Background: an optimization exercise with open tools, aiming at small area, a short achievable clock period and few clock cycles. Do not read the settings as production practice.
Where RTL was checked, it was by simulation tests only, not by an equivalence proof against the original.

==> build 7 <==
Design top, start of the top module:
module top(
input rst,clk,
input [7:0]data_in_r,
input [7:0]data_in_i,
input [7:0]data_w_r,
input [7:0]data_w_i,
output [40:0]data_out_r,
output [40:0]data_out_i,
output out_valid
  );
reg [6:0] c;             
reg ov;
reg signed [15:0] or_, oi_;
reg sr1, si1, sr2, si2, sr3, si3;
assign out_valid = ov;
assign data_out_r = {{6{sr3}}, {6{sr2}}, {6{sr1}}, {7{or_[15]}}, or_};
assign data_out_i = {{6{si3}}, {6{si2}}, {6{si1}}, {7{oi_[15]}}, oi_};
wire [6:0] cm = c - 7'd2;
wire [2:0] st = cm[6:4];
wire [6:0] cn = c - 7'd1;       
wire [2:0] stn = cn[6:4];
wire [3:0] tan = cn[3:0];
always @(posedge clk or negedge rst)
  if (!rst) begin c <= 7'd0; ov <= 1'b0; end
  else begin
    if (c != 7'd114) c <= c + 7'd1;
    ov <= (c >= 7'd82) && (c <= 7'd113);
  end
reg signed [14:0] ur0, ui0;
reg signed [14:0] ur1, ui1;
reg signed [14:0] ur2, ui2;
reg signed [14:0] ur3, ui3;
reg signed [14:0] ur4, ui4;
reg signed [14:0] ur5, ui5;
reg signed [14:0] ur6, ui6;
reg signed [14:0] ur7, ui7;
reg signed [14:0] ur8, ui8;
reg signed [14:0] ur9, ui9;
reg signed [14:0] ur10, ui10;
reg signed [14:0] ur11, ui11;
reg signed [14:0] ur12, ui12;
reg signed [14:0] ur13, ui13;
reg signed [14:0] ur14, ui14;
reg signed [11:0] ur15, ui15;
reg signed [11:0] ur16, ui16;
reg signed [9:0] ur17, ui17;
reg signed [9:0] ur18, ui18;
reg signed [9:0] ur19, ui19;
reg signed [9:0] ur20, ui20;
reg signed [9:0] ur21, ui21;
reg signed [14:0] lr0, li0;
reg signed [14:0] lr1, li1;
reg signed [14:0] lr2, li2;
reg signed [14:0] lr3, li3;
reg signed [14:0] lr4, li4;
reg signed [14:0] lr5, li5;
reg signed [14:0] lr6, li6;
reg signed [14:0] lr7, li7;
reg signed [14:0] lr8, li8;
reg signed [14:0] lr9, li9;
reg signed [14:0] lr10, li10;
reg signed [14:0] lr11, li11;
reg signed [14:0] lr12, li12;
reg signed [14:0] lr13, li13;
reg signed [14:0] lr14, li14;
reg signed [14:0] lr15, li15;
reg signed [14:0] lr16, li16;
reg signed [14:0] lr17, li17;
reg signed [14:0] lr18, li18;
reg signed [14:0] lr19, li19;
reg signed [14:0] lr20, li20;
reg signed [14:0] lr21, li21;
reg signed [14:0] lr22, li22;
reg signed [7:0] w1r0, w1i0;
reg signed [7:0] w2r0, w2i0;
reg signed [7:0] w2r1, w2i1;
  ...
export LEC_CHECK = 0
export CAP_MARGIN = 20
export CORE_MARGIN = 2
export CORE_UTILIZATION = 40
export CTS_CLUSTER_DIAMETER = 100
export CTS_CLUSTER_SIZE = 30
export SLEW_MARGIN = 20
create_clock -name core_clock -period 90.0 [get_ports {clk}]
run.sh (not shown) runs the stock make flow with config.mk's settings and CLKGATE_MAP_FILE= SYNTH_SCRIPT=/design/flow/synth_recipe.tcl, a recipe that flattens the netlist after the stock synthesis.
==> trial 61: changes against build 7 <==
--- a/flow/design.v
+++ b/flow/design.v
@@ -56,20 +56,19 @@
 input [7:0]data_w_i,
 output [40:0]data_out_r,
 output [40:0]data_out_i,
 output out_valid
   );
 reg [6:0] c;             
 reg ov;
 reg signed [15:0] or_, oi_;
-reg sr1, si1, sr2, si2, sr3, si3;
 assign out_valid = ov;
-assign data_out_r = {{6{sr3}}, {6{sr2}}, {6{sr1}}, {7{or_[15]}}, or_};
-assign data_out_i = {{6{si3}}, {6{si2}}, {6{si1}}, {7{oi_[15]}}, oi_};
+assign data_out_r = {{25{or_[15]}}, or_};
+assign data_out_i = {{25{oi_[15]}}, oi_};
 wire [6:0] cm = c - 7'd2;
 wire [2:0] st = cm[6:4];
 wire [6:0] cn = c - 7'd1;       
 wire [2:0] stn = cn[6:4];
 wire [3:0] tan = cn[3:0];
 always @(posedge clk or negedge rst)
   if (!rst) begin c <= 7'd0; ov <= 1'b0; end
   else begin
@@ -399,18 +398,9 @@
   w5i9 <= w5i8;
   w5i10 <= w5i9;
   w5i11 <= w5i10;
   w5i12 <= w5i11;
   w5i13 <= w5i12;
   w5i14 <= w5i13;
   w5i15 <= w5i14;
 end
-wire sgr = (st == 3'd6) ? x1r[15] : x0r[15];
-wire sgi = (st == 3'd6) ? x1i[15] : x0i[15];
-always @(posedge clk) if (c != 7'd114) begin sr1 <= sgr; si1 <= sgi; end
-always @(posedge clk or negedge rst)
-  if (!rst) begin sr2 <= 1'b0; si2 <= 1'b0; end
-  else begin sr2 <= sgr; si2 <= sgi; end
-always @(posedge clk or negedge rst)
-  if (!rst) begin sr3 <= 1'b1; si3 <= 1'b1; end
-  else begin sr3 <= sgr; si3 <= sgi; end
 endmodule
==> flow/config.mk (replaced) <==
export PLATFORM = sky130hd
export DESIGN_NAME = top
export DESIGN_NICKNAME = top
export VERILOG_FILES = /design/flow/design.v
export SDC_FILE = /design/flow/constraint.sdc
export NUM_CORES = 4
export LEC_CHECK = 0
export CAP_MARGIN = 20
export CORE_MARGIN = 2
export CORE_UTILIZATION = 40
export CTS_BUF_LIST = sky130_fd_sc_hd__clkbuf_4
export SLEW_MARGIN = 20
==> trial 56: changes against build 7 <==
--- a/flow/design.v
+++ b/flow/design.v
@@ -56,20 +56,19 @@
 input [7:0]data_w_i,
 output [40:0]data_out_r,
 output [40:0]data_out_i,
 output out_valid
   );
 reg [6:0] c;             
 reg ov;
 reg signed [15:0] or_, oi_;
-reg sr1, si1, sr2, si2, sr3, si3;
 assign out_valid = ov;
-assign data_out_r = {{6{sr3}}, {6{sr2}}, {6{sr1}}, {7{or_[15]}}, or_};
-assign data_out_i = {{6{si3}}, {6{si2}}, {6{si1}}, {7{oi_[15]}}, oi_};
+assign data_out_r = {{25{or_[15]}}, or_};
+assign data_out_i = {{25{oi_[15]}}, oi_};
 wire [6:0] cm = c - 7'd2;
 wire [2:0] st = cm[6:4];
 wire [6:0] cn = c - 7'd1;       
 wire [2:0] stn = cn[6:4];
 wire [3:0] tan = cn[3:0];
 always @(posedge clk or negedge rst)
   if (!rst) begin c <= 7'd0; ov <= 1'b0; end
   else begin
@@ -399,18 +398,9 @@
   w5i9 <= w5i8;
   w5i10 <= w5i9;
   w5i11 <= w5i10;
   w5i12 <= w5i11;
   w5i13 <= w5i12;
   w5i14 <= w5i13;
   w5i15 <= w5i14;
 end
-wire sgr = (st == 3'd6) ? x1r[15] : x0r[15];
-wire sgi = (st == 3'd6) ? x1i[15] : x0i[15];
-always @(posedge clk) if (c != 7'd114) begin sr1 <= sgr; si1 <= sgi; end
-always @(posedge clk or negedge rst)
-  if (!rst) begin sr2 <= 1'b0; si2 <= 1'b0; end
-  else begin sr2 <= sgr; si2 <= sgi; end
-always @(posedge clk or negedge rst)
-  if (!rst) begin sr3 <= 1'b1; si3 <= 1'b1; end
-  else begin sr3 <= sgr; si3 <= sgi; end
 endmodule
==> flow/config.mk (replaced) <==
export PLATFORM = sky130hd
export DESIGN_NAME = top
export DESIGN_NICKNAME = top
export VERILOG_FILES = /design/flow/design.v
export SDC_FILE = /design/flow/constraint.sdc
export NUM_CORES = 4
export LEC_CHECK = 0
export CAP_MARGIN = 20
export CORE_MARGIN = 2
export CORE_UTILIZATION = 40
export SLEW_MARGIN = 20
==> trial 80: changes against build 7 <==
==> flow/config.mk (replaced) <==
export PLATFORM = sky130hd
export DESIGN_NAME = top
export DESIGN_NICKNAME = top
export VERILOG_FILES = /design/flow/design.v
export SDC_FILE = /design/flow/constraint.sdc
export NUM_CORES = 4
export LEC_CHECK = 0
export CAP_MARGIN = 20
export CORE_MARGIN = 2
export CORE_UTILIZATION = 40
export CTS_CLUSTER_DIAMETER = 60
export CTS_CLUSTER_SIZE = 34
export SLEW_MARGIN = 20
==> notes <==
Clock skew: trial 61 is higher than trial 56 (130 ps). Sequential cell count is the same in trial 56 and trial 61. In build 7 the die area is larger than in trial 56, by about 0.24%. Worst hold slack: build 7 > trial 56 > trial 80 > trial 61. The highest via count belongs to trial 61, the lowest to trial 80. Design area: trial 56 is higher than trial 61 (1.1%). In trial 80 the register-to-register slack is lower than in build 7, by 60 ps. Final cell count: trial 61 is larger than build 7 (about 7%).
==> figures <==
quantity                                                                              trial 80                    trial 56                   trial 61                     build 7
Synth Area in Compound Gates                                                             0.121                       0.120                      0.120                       0.121
Global-route total usage across every layer                                              0.194                       0.195                      0.198                       0.194
Clk Tree Root Cell                                                  sky130_fd_sc_hd__clkbuf_16  sky130_fd_sc_hd__clkbuf_16  sky130_fd_sc_hd__clkbuf_4  sky130_fd_sc_hd__clkbuf_16
Register area                                                                      38,400 um^2                 38,300 um^2                38,300 um^2                 38,400 um^2
Path depth of the worst reg2reg path                                                        68                          69                         70                          68
Tmin final                                                                           19,930 ps                   20,220 ps                  20,790 ps                   19,880 ps
Sequential cell area share                                                               0.506                       0.487                      0.492                       0.515
Number of ordinary inverters in the final layout                                           379                         375                        375                         379
Met2 Routed Length                                                                   78,600 um                   79,100 um                  80,900 um                   78,600 um
Bufs on Longest Clock Path                                                                   3                           3                          4                           3
Clock slew seen by the registers of the worst setup and hold paths                      120 ps                       60 ps                      60 ps                      100 ps
Global-route wire length before repair                                              262,000 um                  264,000 um                 269,000 um                  261,000 um
Die X                                                                                   419 um                      419 um                     419 um                      419 um
Synthesized area per cell                                                            10.9 um^2                   11.0 um^2                  11.0 um^2                   10.9 um^2
Synthesis-to-finish area growth                                                          10.0%                       14.1%                      12.9%                       8.12%
H-Tree Level Count                                                                           3                           4                          5                           3
FF-to-FF setup slack                                                                 71,250 ps                   72,000 ps                  71,930 ps                   71,310 ps
Count of nets after finishing                                                            6,748                       6,771                      7,046                       6,733
Critical register-to-register path startpoint                                           wr_[1]                      wi_[3]                     wr_[3]                      wr_[1]
Run status                                                    no timing/DRC/antenna violations  no timing/DRC/antenna violations  no timing/DRC/antenna violations  no timing/DRC/antenna violations
Vias per std cell                                                                         5.13                        5.13                       5.06                        5.18
Testbench counts of trial 61, summed over its fixed seeds: cycles 5,472.
Testbench counts of trial 56, summed over its fixed seeds: cycles 5,472.
No functional check of the RTL was part of build 7 and trial 80.

* * *

==> v8: inputs <==
top, a different RTL version from the one above (not shown whole).
clock: 90.0 ns
lec_check: 0
cap_margin: 0
core_margin: 2
core_utilization: 40
cts_cluster_diameter: 100
cts_cluster_size: 30
slew_margin: 0
standard.sh (not shown) runs the stock make flow with config.mk's settings and CLKGATE_MAP_FILE= SYNTH_SCRIPT=/design/flow/synth_recipe.tcl, a recipe that flattens the netlist after the stock synthesis.
==> flow/flow/run.sh <==
#!/bin/bash
# The standard layout (the standard.sh: standard synthesis, then ORFS to finish), except
# that the buffers ORFS puts on every input and output port are buf_2 cells.
set -euo pipefail
bash standard.sh "BUFFER_PORTS_ARGS=-buffer_cell sky130_fd_sc_hd__buf_2" finish > standard_make.log 2>&1
==> v32 (differences from v8) <==
--- a/flow/design.v
+++ b/flow/design.v
@@ -477,17 +477,16 @@
 reg signed [15:0] lr15, li15;
 reg signed [14:0] lr16, li16;
 reg signed [14:0] lr17, li17;
 reg signed [14:0] lr18, li18;
 reg signed [14:0] lr19, li19;
 reg signed [14:0] lr20, li20;
 reg signed [14:0] lr21, li21;
 reg signed [14:0] lr22, li22;
-reg signed [7:0] w1r0, w1i0;
 reg signed [7:0] w2r0, w2i0;
 reg signed [7:0] w2r1, w2i1;
 reg signed [7:0] w3r0, w3i0;
 reg signed [7:0] w3r1, w3i1;
 reg signed [7:0] w3r2, w3i2;
 reg signed [7:0] w3r3, w3i3;
 reg signed [7:0] w4r0, w4i0;
 reg signed [7:0] w4r1, w4i1;
@@ -517,17 +516,18 @@
 reg signed [7:0] wr_, wi_;
 reg signed [14:0] ntr, nti, nbr, nbi;
 reg signed [7:0] nwr, nwi;
 wire signed [15:0] x0r, x0i, x1r, x1i;
 bfly bf(.tr(tr_), .ti(ti_), .br(br_), .bi(bi_), .wr(wr_), .wi(wi_),
   .x0r(x0r), .x0i(x0i), .x1r(x1r), .x1i(x1i));
 always @* begin
   case (stn)
-    3'd1: begin ntr = ur15; nti = ui15; nbr = {{7{data_in_r[7]}}, data_in_r}; nbi = {{7{data_in_i[7]}}, data_in_i}; end
+    3'd0: begin ntr = {{7{data_in_r[7]}}, data_in_r}; nti = {{7{data_in_i[7]}}, data_in_i}; nbr = 15'd0; nbi = 15'd0; end    
+    3'd1: begin ntr = ur14; nti = ui14; nbr = {{7{data_in_r[7]}}, data_in_r}; nbi = {{7{data_in_i[7]}}, data_in_i}; end
     3'd2: case (tan)
       4'd0: begin ntr = ur14; nti = ui14; nbr = ur6; nbi = ui6; end
       4'd1: begin ntr = lr15; nti = li15; nbr = lr7; nbi = li7; end
       4'd2: begin ntr = ur14; nti = ui14; nbr = ur6; nbi = ui6; end
       4'd3: begin ntr = lr15; nti = li15; nbr = lr7; nbi = li7; end
       4'd4: begin ntr = ur14; nti = ui14; nbr = ur6; nbi = ui6; end
       4'd5: begin ntr = lr15; nti = li15; nbr = lr7; nbi = li7; end
       4'd6: begin ntr = ur14; nti = ui14; nbr = ur6; nbi = ui6; end
@@ -592,29 +592,28 @@
       4'd11: begin ntr = lr22; nti = li22; nbr = lr14; nbi = li14; end
       4'd12: begin ntr = lr22; nti = li22; nbr = lr14; nbi = li14; end
       4'd13: begin ntr = lr22; nti = li22; nbr = lr14; nbi = li14; end
       4'd14: begin ntr = lr22; nti = li22; nbr = lr14; nbi = li14; end
       4'd15: begin ntr = lr22; nti = li22; nbr = lr14; nbi = li14; end
     endcase
   endcase
   case (stn)
-    3'd1: begin nwr = w1r0; nwi = w1i0; end
+    3'd0, 3'd1: begin nwr = (c == 7'd1) ? data_w_r : wr_; nwi = (c == 7'd1) ? data_w_i : wi_; end    
     3'd2: begin nwr = w2r0; nwi = w2i0; end
     3'd3: begin nwr = w3r0; nwi = w3i0; end
     3'd4: begin nwr = w4r0; nwi = w4i0; end
     default: begin nwr = w5r0; nwi = w5i0; end
   endcase
 end
-wire ld_x = (c >= 7'd1) && (c <= 7'd16);    
 wire s6 = (st == 3'd6);
 always @(posedge clk) begin
   tr_ <= ntr; ti_ <= nti; br_ <= nbr; bi_ <= nbi; wr_ <= nwr; wi_ <= nwi;
-  ur0 <= ld_x ? {{8{data_in_r[7]}}, data_in_r} : (s6 ? lr15 : x0r);
-  ui0 <= ld_x ? {{8{data_in_i[7]}}, data_in_i} : (s6 ? li15 : x0i);
+  ur0 <= s6 ? lr15 : x0r;
+  ui0 <= s6 ? li15 : x0i;
   lr0 <= x1r;
   li0 <= x1i;
   ur1 <= ur0[14:0];
   ui1 <= ui0[14:0];
   ur2 <= ur1;
   ui2 <= ui1;
   ur3 <= ur2;
   ui3 <= ui2;
@@ -693,18 +692,16 @@
   lr19 <= lr18;
   li19 <= li18;
   lr20 <= lr19;
   li20 <= li19;
   lr21 <= lr20;
   li21 <= li20;
   lr22 <= lr21;
   li22 <= li21;
-  w1r0 <= (c >= 7'd1 && c <= 7'd1) ? data_w_r : w1r0;
-  w1i0 <= (c >= 7'd1 && c <= 7'd1) ? data_w_i : w1i0;
   w2r0 <= (c >= 7'd2 && c <= 7'd3) ? data_w_r : w2r1;
   w2r1 <= w2r0;
   w2i0 <= (c >= 7'd2 && c <= 7'd3) ? data_w_i : w2i1;
   w2i1 <= w2i0;
   w3r0 <= (c >= 7'd4 && c <= 7'd7) ? data_w_r : w3r3;
   w3r1 <= w3r0;
   w3r2 <= w3r1;
   w3r3 <= w3r2;
==> flow/config.mk (replaced) <==
export PLATFORM = sky130hd
export DESIGN_NAME = top
export DESIGN_NICKNAME = top
export VERILOG_FILES = /design/flow/design.v
export SDC_FILE = /design/flow/constraint.sdc
export NUM_CORES = 4
export LEC_CHECK = 0
export CAP_MARGIN = 20
export CORE_MARGIN = 2
export CORE_UTILIZATION = 55
export CTS_CLUSTER_DIAMETER = 100
export CTS_CLUSTER_SIZE = 30
export SLEW_MARGIN = 20
==> v28 (differences from v8) <==
--- a/flow/design.v
+++ b/flow/design.v
@@ -399,21 +399,21 @@
 );
   wire [22:0] nr, ni;
   cdot mr(.a1(br), .a2(bi), .w1(wr), .w2(wi), .sub(1'b1), .n(nr));
   cdot mi(.a1(br), .a2(bi), .w1(wi), .w2(wr), .sub(1'b0), .n(ni));
   wire signed [15:0] fr, fi;
   wire nzr, nzi;
   divr127 dr(.n(nr), .f(fr), .nz(nzr));
   divr127 di(.n(ni), .f(fi), .nz(nzi));
-  wire signed [16:0] ur = tr + fr, ui = ti + fi, er = tr + ~fr, ei = ti + ~fi;
+  wire signed [16:0] ur = tr + fr, ui = ti + fi, vr = tr - fr, vi = ti - fi;
   assign x0r = ur + (ur[16] & nzr);
   assign x0i = ui + (ui[16] & nzi);
-  assign x1r = er + (!nzr || er[16]);
-  assign x1i = ei + (!nzi || ei[16]);
+  assign x1r = vr - (nzr & ~vr[16] & (vr != 0));
+  assign x1i = vi - (nzi & ~vi[16] & (vi != 0));
 endmodule
 module top(
 input rst,clk,
 input [7:0]data_in_r,
 input [7:0]data_in_i,
 input [7:0]data_w_r,
 input [7:0]data_w_i,
 output [40:0]data_out_r,
@@ -763,15 +763,15 @@
 end
 wire sgr = (st == 3'd6) ? lr15[15] : x0r[15];
 wire sgi = (st == 3'd6) ? li15[15] : x0i[15];
 always @(posedge clk) if (c[6]) begin sr[1] <= sgr; si[1] <= sgi; end
 always @(posedge clk or negedge rst)
   if (!rst) begin sr[2] <= 1'b0; si[2] <= 1'b0; end
   else begin sr[2] <= sgr; si[2] <= sgi; end
 always @(posedge clk or negedge rst)
-  if (!rst) begin sr[3] <= 1'b0; si[3] <= 1'b0; end
-  else if (c != 7'd114) begin sr[3] <= sgr; si[3] <= sgi; end
+  if (!rst) begin sr[3] <= 1'b1; si[3] <= 1'b1; end
+  else begin sr[3] <= sgr; si[3] <= sgi; end
 always @(posedge clk or negedge rst)
   if (!rst) begin sr[4] <= 1'b0; si[4] <= 1'b0; end
   else if (c[6]) begin sr[4] <= sgr; si[4] <= sgi; end
 always @(posedge clk) if (c != 7'd114) begin sr[5] <= sgr; si[5] <= sgi; end
 endmodule
==> flow/config.mk (replaced) <==
export PLATFORM = sky130hd
export DESIGN_NAME = top
export DESIGN_NICKNAME = top
export VERILOG_FILES = /design/flow/design.v
export SDC_FILE = /design/flow/constraint.sdc
export NUM_CORES = 4
export LEC_CHECK = 0
export CAP_MARGIN = 20
export CORE_MARGIN = 2
export CORE_UTILIZATION = 40
export CTS_CLUSTER_DIAMETER = 100
export CTS_CLUSTER_SIZE = 30
export SLEW_MARGIN = 20
==> comparison table <==
item                                                                 v8             v28             v32
Met2 wirelength from detailed routing                          77.50 mm        77.38 mm        72.30 mm
Data arrival time at the worst-slack endpoint                   1.41 ns         1.43 ns         1.37 ns
Area fraction of the dominant cell type after synthesis          55.50%          55.75%          56.11%
Layout clock buffer count                                            91              92              90
Number of instances in the placed design                          8,188           8,027           7,390
Mean number of vias per cell                                      5.293           5.204           5.631
Minimum setup slack in the final design                        70.59 ns        70.57 ns        70.63 ns
FF-to-FF End                                                      si[1]         li0[13]           si[3]
F_max                                                         51.53 MHz       51.48 MHz       51.62 MHz
Delay of the slowest cell on the worst path                     0.48 ns         0.56 ns         0.47 ns
Status                                                   finished clean  finished clean  finished clean
Number of global-route vias before repair                        42,510          41,840          40,430
Setup Skew                                                   0.06412 ns      0.05701 ns      0.08974 ns
Sequential cell area fraction in the yosys report                56.90%          57.16%          57.54%
Via total after detailed routing                                 43,900          42,330          42,190
Highest net fanout along the worst path                               2               4               1
Die height                                                     415.5 um        414.6 um        351.6 um
Launching instance or port of the critical path                  ui0[0]           si[3]              ov
Final cell utilization of the core                               43.15%          43.36%          59.11%
Testbench counts of v8, summed over its fixed seeds: cycles 5,472.
Testbench counts of v32, summed over its fixed seeds: cycles 5,472.
Testbench counts of v28, summed over its fixed seeds: cycles 5,472.

[afterwards: timing with drivers on the ports]
The results above use ideal ports. As a check the final layouts listed here were re-extracted and re-timed, cells and wires unchanged. Step 1 assumes that a clkbuf_16 drives the clock port and a buf_2 every other input. Step 2 also shifts input and output timing later by t, the mid clock arrival at the registers, as if the neighbouring blocks saw the same clock. a / b / c = no drivers / after step 1 / after step 2; a / b = the first two.
run | t, ns | slack for setup (ns) | latest minus earliest clock arrival (ns) | worst register clock-pin slew, ns | worst data-port slew with drivers (ns)
build 7 | 0.801 | 70.118 / 70.034 / 70.321 | 0.049 / 0.048 | 0.11 / 0.11 | 0.18
trial 61 | 1.378 | 69.208 / 69.137 / 70.083 | 0.190 / 0.190 | 0.08 / 0.08 | 0.14
trial 56 | 0.851 | 69.779 / 69.701 / 70.074 | 0.060 / 0.060 | 0.07 / 0.07 | 0.13
trial 80 | 0.821 | 70.075 / 69.988 / 70.352 | 0.120 / 0.120 | 0.12 / 0.12 | 0.19
v8 | 0.804 | 70.592 / 70.510 / 70.749 | 0.067 / 0.067 | 0.11 / 0.11 | 0.08
v32 | 0.755 | 70.628 / 70.552 / 70.379 | 0.098 / 0.098 | 0.12 / 0.12 | 0.11
v28 | 0.806 | 70.574 / 70.495 / 70.805 | 0.057 / 0.057 | 0.11 / 0.11 | 0.06
After both steps every run listed still meets setup and hold. The setup slack of v32, which loses most, moves by -0.076 ns with the drivers and by -0.249 ns with both steps.
